This design comes from an exercise in tuning for small area, a short achievable clock period and few clock cycles per item on the open sky130 flow, not from production work. RTL that was checked went through simulation tests only; none was proved equivalent to the original.

==> build 32 <==
// mod_mul64_module
module mod_mul64_module
#(
    parameter A_WIDTH = 64,
    parameter B_WIDTH = 64,
    parameter N_WIDTH = 64
)
(
    input clk,
    input rst,
    input start,
    input [A_WIDTH-1:0] A,
    input [B_WIDTH-1:0] B,
    input [N_WIDTH-1:0] N,
    output [N_WIDTH-1:0] P,
    output done
);
clock: 6.0 ns
lec_check: 0
cap_margin: 20
core_margin: 2
core_utilization: 65
setup_slack_margin: 1.5
slew_margin: 20
run.sh (not shown) runs the stock make flow with config.mk's settings and CLKGATE_MAP_FILE= SYNTH_SCRIPT=/design/flow/synth_recipe.tcl, a recipe that flattens the netlist after the stock synthesis.
==> build 85: changes against build 32 <==
==> flow/design.v (replaced) <==
`timescale 1ns / 1ps
module mod_mul64_module
#(
    parameter A_WIDTH = 64,
    parameter B_WIDTH = 64,
    parameter N_WIDTH = 64
)
(
    input clk,
    input rst,
    input start,
    input [A_WIDTH-1:0] A,
    input [B_WIDTH-1:0] B,
    input [N_WIDTH-1:0] N,
    output [N_WIDTH-1:0] P,
    output done
);
    localparam W = 68;
    localparam IDLE = 3'd0;
    localparam NORM = 3'd1;
    localparam LOOP = 3'd2;
    localparam CONV = 3'd3;
    localparam SHR  = 3'd4;
    reg [2:0] state;
    reg done_reg;
    reg [5:0] sc;
    reg [6:0] cnt;
    reg b_cur;       
    reg b_nxt;       
    reg b_nn;        
    reg md2;         
    reg md1;         
    reg mdh;         
    reg cadd;        
    reg q_a1;        
    reg q_a2;        
    reg q_s1;        
    reg q_s2;        
    reg neg;         
    reg [7:0] u4;    
    reg [63:0] n_reg;
    reg [7:0] v2;    
    reg [7:0] v1;    
    reg [7:0] v0;    
    reg [7:0] vm1;   
    reg [4:0] a5;    
    reg [5:0] a15;   
    reg [W-1:0] S, C;
    wire ml = md2;
    wire hold = md1;
    wire [W-1:0] s_in = ({W{md2}} & {S[W-2:0], 1'b0})
                      | ({W{hold}} & S)
                      | ({W{mdh}} & {1'b0, S[W-1:1]});
    wire [W-1:0] c_in = ({W{md2}} & {C[W-2:0], 1'b0})
                      | ({W{hold | mdh}} & C);
    wire [W-1:0] n1 = {4'b0000, n_reg};
    wire [W-1:0] n2 = {3'b000, n_reg, 1'b0};
    wire [W-1:0] y = ({W{q_a1}} & n1) | ({W{q_a2}} & n2)
                   | ({W{q_s1}} & ~n1) | ({W{q_s2}} & ~n2);
    wire [W-1:0] s1 = s_in ^ c_in ^ y;
    wire [W-1:0] maj1 = (s_in & c_in) | (s_in & y) | (c_in & y);
    wire [W-1:0] c1 = {maj1[W-2:0], neg};
    wire xb = ml & b_cur;
    wire [W-1:0] x = {4'b0000, {64{xb}} & A};
    wire [W-1:0] s2 = s1 ^ c1 ^ x;
    wire [W-1:0] maj2 = (s1 & c1) | (s1 & x) | (c1 & x);
    wire [W-1:0] c2 = {maj2[W-2:0], 1'b0};
    always @(posedge clk) begin
        S <= s2;
        C <= c2;
    end
    wire [7:0] u1 = S[W-3:W-10];
    wire [7:0] u2 = C[W-3:W-10];
    wire lt2, lt1, lt0, ltm1;
    sign4 u_s2  (.a(u1), .b(u2), .c(v2),  .d(u4), .s(lt2));
    sign4 u_s1  (.a(u1), .b(u2), .c(v1),  .d(u4), .s(lt1));
    sign4 u_s0  (.a(u1), .b(u2), .c(v0),  .d(u4), .s(lt0));
    sign4 u_sm1 (.a(u1), .b(u2), .c(vm1), .d(u4), .s(ltm1));
    wire ge2 = !lt2;
    wire ge1 = !lt1;
    wire ge0 = !lt0;
    wire gem1 = !ltm1;
    wire nq_s2 = ge2;
    wire nq_s1 = ge1 & !ge2;
    wire nq_a1 = gem1 & !ge0;
    wire nq_a2 = !gem1;
    wire [7:0] u4_n = ({8{nq_a1}} & {3'b000, n_reg[63:59]})
                    | ({8{nq_a2}} & {2'b00, n_reg[63:58]})
                    | ({8{nq_s1}} & {3'b111, ~n_reg[63:59]})
                    | ({8{nq_s2}} & {2'b11, ~n_reg[63:58]});
    wire c_zero = ~|C;
    wire fin = (state == CONV) && !cadd && c_zero;
    wire done_now = fin && !S[W-1] && (sc == 6'd0);
    wire [6:0] cnt_3 = cnt + 7'd3;
    wire b_n3 = !cnt_3[6] & B[~cnt_3[5:0]];
    wire last = (cnt == {1'b0, sc} + 7'd63);
    wire [63:0] n_next = (state == IDLE) ? N :
                         (state == NORM && !n_reg[63]) ? {n_reg[62:0], 1'b0} : n_reg;
    always @(posedge clk) begin
        n_reg <= n_next;
        a5 <= A[63:59];
        a15 <= a15_n[6:1];
    end
    wire [6:0] a15_n = {2'b00, A[63:59]} + {1'b0, A[63:59], 1'b0};
    wire u3_h = (state == LOOP) ? b_nxt : b_cur;
    wire u3_l = (state == LOOP) ? b_nn : b_nxt;
    wire [7:0] u3_n = (u3_h & u3_l) ? {2'b00, a15} :
                      u3_h ? {3'b000, a5} :
                      u3_l ? {4'b0000, a5[4:1]} : 8'd0;
    wire [7:0] fx_n = {5'b00001, n_next[62:60]};
    always @(posedge clk) begin
        v2 <= u3_n;
        v1 <= u3_n + 8'd4;
        v0 <= u3_n + fx_n + 8'd5;
        vm1 <= u3_n + {fx_n[6:0], 1'b0} + 8'd6;
    end
    always @(posedge clk, posedge rst) begin
        if (rst) begin
            state <= IDLE;
            done_reg <= 1'b0;
            sc <= 6'd0;
            cnt <= 7'd0;
            b_cur <= 1'b0;
            b_nxt <= 1'b0;
            b_nn <= 1'b0;
            md2 <= 1'b0;
            md1 <= 1'b1;
            mdh <= 1'b0;
            cadd <= 1'b0;
            q_a1 <= 1'b0;
            q_a2 <= 1'b0;
            q_s1 <= 1'b0;
            q_s2 <= 1'b0;
            neg <= 1'b0;
            u4 <= 8'd0;
        end
        else begin
            cadd <= 1'b0;
            md2 <= 1'b0;
            md1 <= 1'b0;
            mdh <= 1'b0;
            q_a1 <= 1'b0;
            q_a2 <= 1'b0;
            q_s1 <= 1'b0;
            q_s2 <= 1'b0;
            neg <= 1'b0;
            u4 <= 8'd0;
            case (state)
                IDLE: begin
                    b_cur <= B[63];
                    b_nxt <= B[62];
                    b_nn <= B[61];
                    cnt <= 7'd0;
                    sc <= 6'd0;
                    if (start) begin
                        done_reg <= 1'b0;
                        state <= NORM;
                    end
                    else
                        md1 <= 1'b1;
                end
                NORM: begin
                    if (!n_reg[63])
                        sc <= sc + 6'd1;
                    if (n_reg[63] || n_reg[62]) begin
                        state <= LOOP;
                        md2 <= 1'b1;
                        q_s2 <= 1'b1;
                        neg <= 1'b1;
                        u4 <= {2'b11, ~n_next[63:58]};
                    end
                end
                LOOP: begin
                    cnt <= cnt + 7'd1;
                    b_cur <= b_nxt;
                    b_nxt <= b_nn;
                    b_nn <= b_n3;
                    if (last) begin
                        state <= CONV;
                        md1 <= 1'b1;
                        cadd <= 1'b1;
                        q_a1 <= gem1;
                        q_a2 <= !gem1;
                    end
                    else begin
                        md2 <= 1'b1;
                        q_s2 <= nq_s2;
                        q_s1 <= nq_s1;
                        q_a1 <= nq_a1;
                        q_a2 <= nq_a2;
                        neg <= ge1;
                        u4 <= u4_n;
                    end
                end
                CONV: begin
                    md1 <= 1'b1;
                    if (fin) begin
                        if (S[W-1]) begin
                            q_a1 <= 1'b1;
                            cadd <= 1'b1;
                        end
                        else if (sc != 6'd0) begin
                            state <= SHR;
                            md1 <= 1'b0;
                            mdh <= 1'b1;
                        end
                        else begin
                            state <= IDLE;
                            done_reg <= 1'b1;
                        end
                    end
                end
                SHR: begin
                    sc <= sc - 6'd1;
                    if (sc == 6'd1) begin
                        state <= IDLE;
                        done_reg <= 1'b1;
                        md1 <= 1'b1;
                    end
                    else
                        mdh <= 1'b1;
                end
                default: state <= IDLE;
            endcase
        end
    end
    assign P = S[63:0];
    assign done = done_reg | done_now;
endmodule
module sign4 (
    input [7:0] a,
    input [7:0] b,
    input [7:0] c,
    input [7:0] d,
    output s
);
    wire [7:0] s1 = a ^ b ^ c;
    wire [7:0] c1 = {(a[6:0] & b[6:0]) | (a[6:0] & c[6:0]) | (b[6:0] & c[6:0]), 1'b0};
    wire [7:0] x = s1 ^ c1 ^ d;
    wire [7:0] y = {(s1[6:0] & c1[6:0]) | (s1[6:0] & d[6:0]) | (c1[6:0] & d[6:0]), 1'b0};
    wire [6:0] g0 = x[6:0] & y[6:0];
    wire [6:0] p0 = x[6:0] ^ y[6:0];
    wire [6:0] g1, p1, g2, p2, g3;
    genvar i;
    generate
        for (i = 0; i < 7; i = i + 1) begin : pf
            if (i < 1) begin : a1
                assign g1[i] = g0[i];
                assign p1[i] = p0[i];
            end else begin : b1
                assign g1[i] = g0[i] | (p0[i] & g0[i-1]);
                assign p1[i] = p0[i] & p0[i-1];
            end
            if (i < 2) begin : a2
                assign g2[i] = g1[i];
                assign p2[i] = p1[i];
            end else begin : b2
                assign g2[i] = g1[i] | (p1[i] & g1[i-2]);
                assign p2[i] = p1[i] & p1[i-2];
            end
            if (i < 4) begin : a3
                assign g3[i] = g2[i];
            end else begin : b3
                assign g3[i] = g2[i] | (p2[i] & g2[i-4]);
            end
        end
    endgenerate
    assign s = x[7] ^ y[7] ^ g3[6];
endmodule
--- a/flow/config.mk
+++ b/flow/config.mk
@@ -5,8 +5,7 @@
 export SDC_FILE = /design/flow/constraint.sdc
 export NUM_CORES = 4
 export LEC_CHECK = 0
 export CAP_MARGIN = 20
 export CORE_MARGIN = 2
-export CORE_UTILIZATION = 65
-export SETUP_SLACK_MARGIN = 1.5
+export CORE_UTILIZATION = 40
 export SLEW_MARGIN = 20
==> trial 47: changes against build 32 <==
--- a/flow/config.mk
+++ b/flow/config.mk
@@ -5,8 +5,7 @@
 export SDC_FILE = /design/flow/constraint.sdc
 export NUM_CORES = 4
 export LEC_CHECK = 0
 export CAP_MARGIN = 20
 export CORE_MARGIN = 2
-export CORE_UTILIZATION = 65
-export SETUP_SLACK_MARGIN = 1.5
+export CORE_UTILIZATION = 40
 export SLEW_MARGIN = 20
==> metrics.csv <==
stage,metric,value,unit
logic_synthesis,synthXorXnorAreaFrac,2.36,%
outcome,status,"complete, no violations",
worst_setup_path,slowest_delay,0.59,ns
grt,grt_pass1_vias,14000,
worst_setup_path,critPathMaxFanout,3,
routing,wirelength,50.5,mm
The numbers above come from build 85.

==> metrics.csv <==
stage,metric,value,unit
worst_setup_path,critPathMaxFanout,20,
grt,grt_pass1_vias,14100,
outcome,status,"complete, no violations",
worst_setup_path,slowest_delay,0.76,ns
routing,wirelength,54.2,mm
The numbers above come from trial 47.

==> metrics.csv <==
stage,metric,value,unit
outcome,status,"complete, no violations",
worst_setup_path,critPathMaxFanout,36,
routing,wirelength,49.9,mm
logic_synthesis,synthXorXnorAreaFrac,1.68,%
logic_synthesis,yosysSeqAreaShare,31.8,%
cts,clk_pin_slew_worst_paths,0.06,ns
grt,grt_pass1_vias,14500,
worst_setup_path,slowest_delay,0.84,ns
The numbers above come from build 32.

Testbench counts of build 32, summed over its fixed seeds: cycles 14,248, ops 192.
Testbench counts of trial 47, summed over its fixed seeds: cycles 14,248, ops 192.
Only the layout flow was run in build 85; the RTL was not checked for function there.

[afterwards: timing with drivers on the ports]
In the flow no input, the clock included, has a driving cell. The finished layouts below were timed again as built, in two steps. Step 1, drivers: a clkbuf_16 drives clk and a buf_2 each remaining input, both assumed. Step 2 also shifts input and output timing later by t, the mid clock arrival at the registers, as if the neighbouring blocks saw the same clock. a / b / c = ideal ports / drivers / drivers and shift; a / b = the first two.
run | t, ns | setup slack, ns | hold slack, ns | slew at the worst register clock pin (ns) | worst data-port slew with drivers (ns)
build 32 | 0.572 | 1.843 / 1.843 / 1.533 | 0.517 / 0.517 / 0.517 | 0.06 / 0.06 | 0.05
build 85 | 0.588 | 1.673 / 1.621 / 2.209 | 0.535 / 0.535 / 0.535 | 0.06 / 0.06 | 0.10
trial 47 | 0.625 | 1.622 / 1.622 / 1.446 | 0.491 / 0.491 / 0.491 | 0.06 / 0.06 | 0.06
After both steps setup and hold are still met in every run listed. For build 32, which loses most, drivers alone change the setup slack by 0.000 ns; drivers and shift together by -0.310 ns.
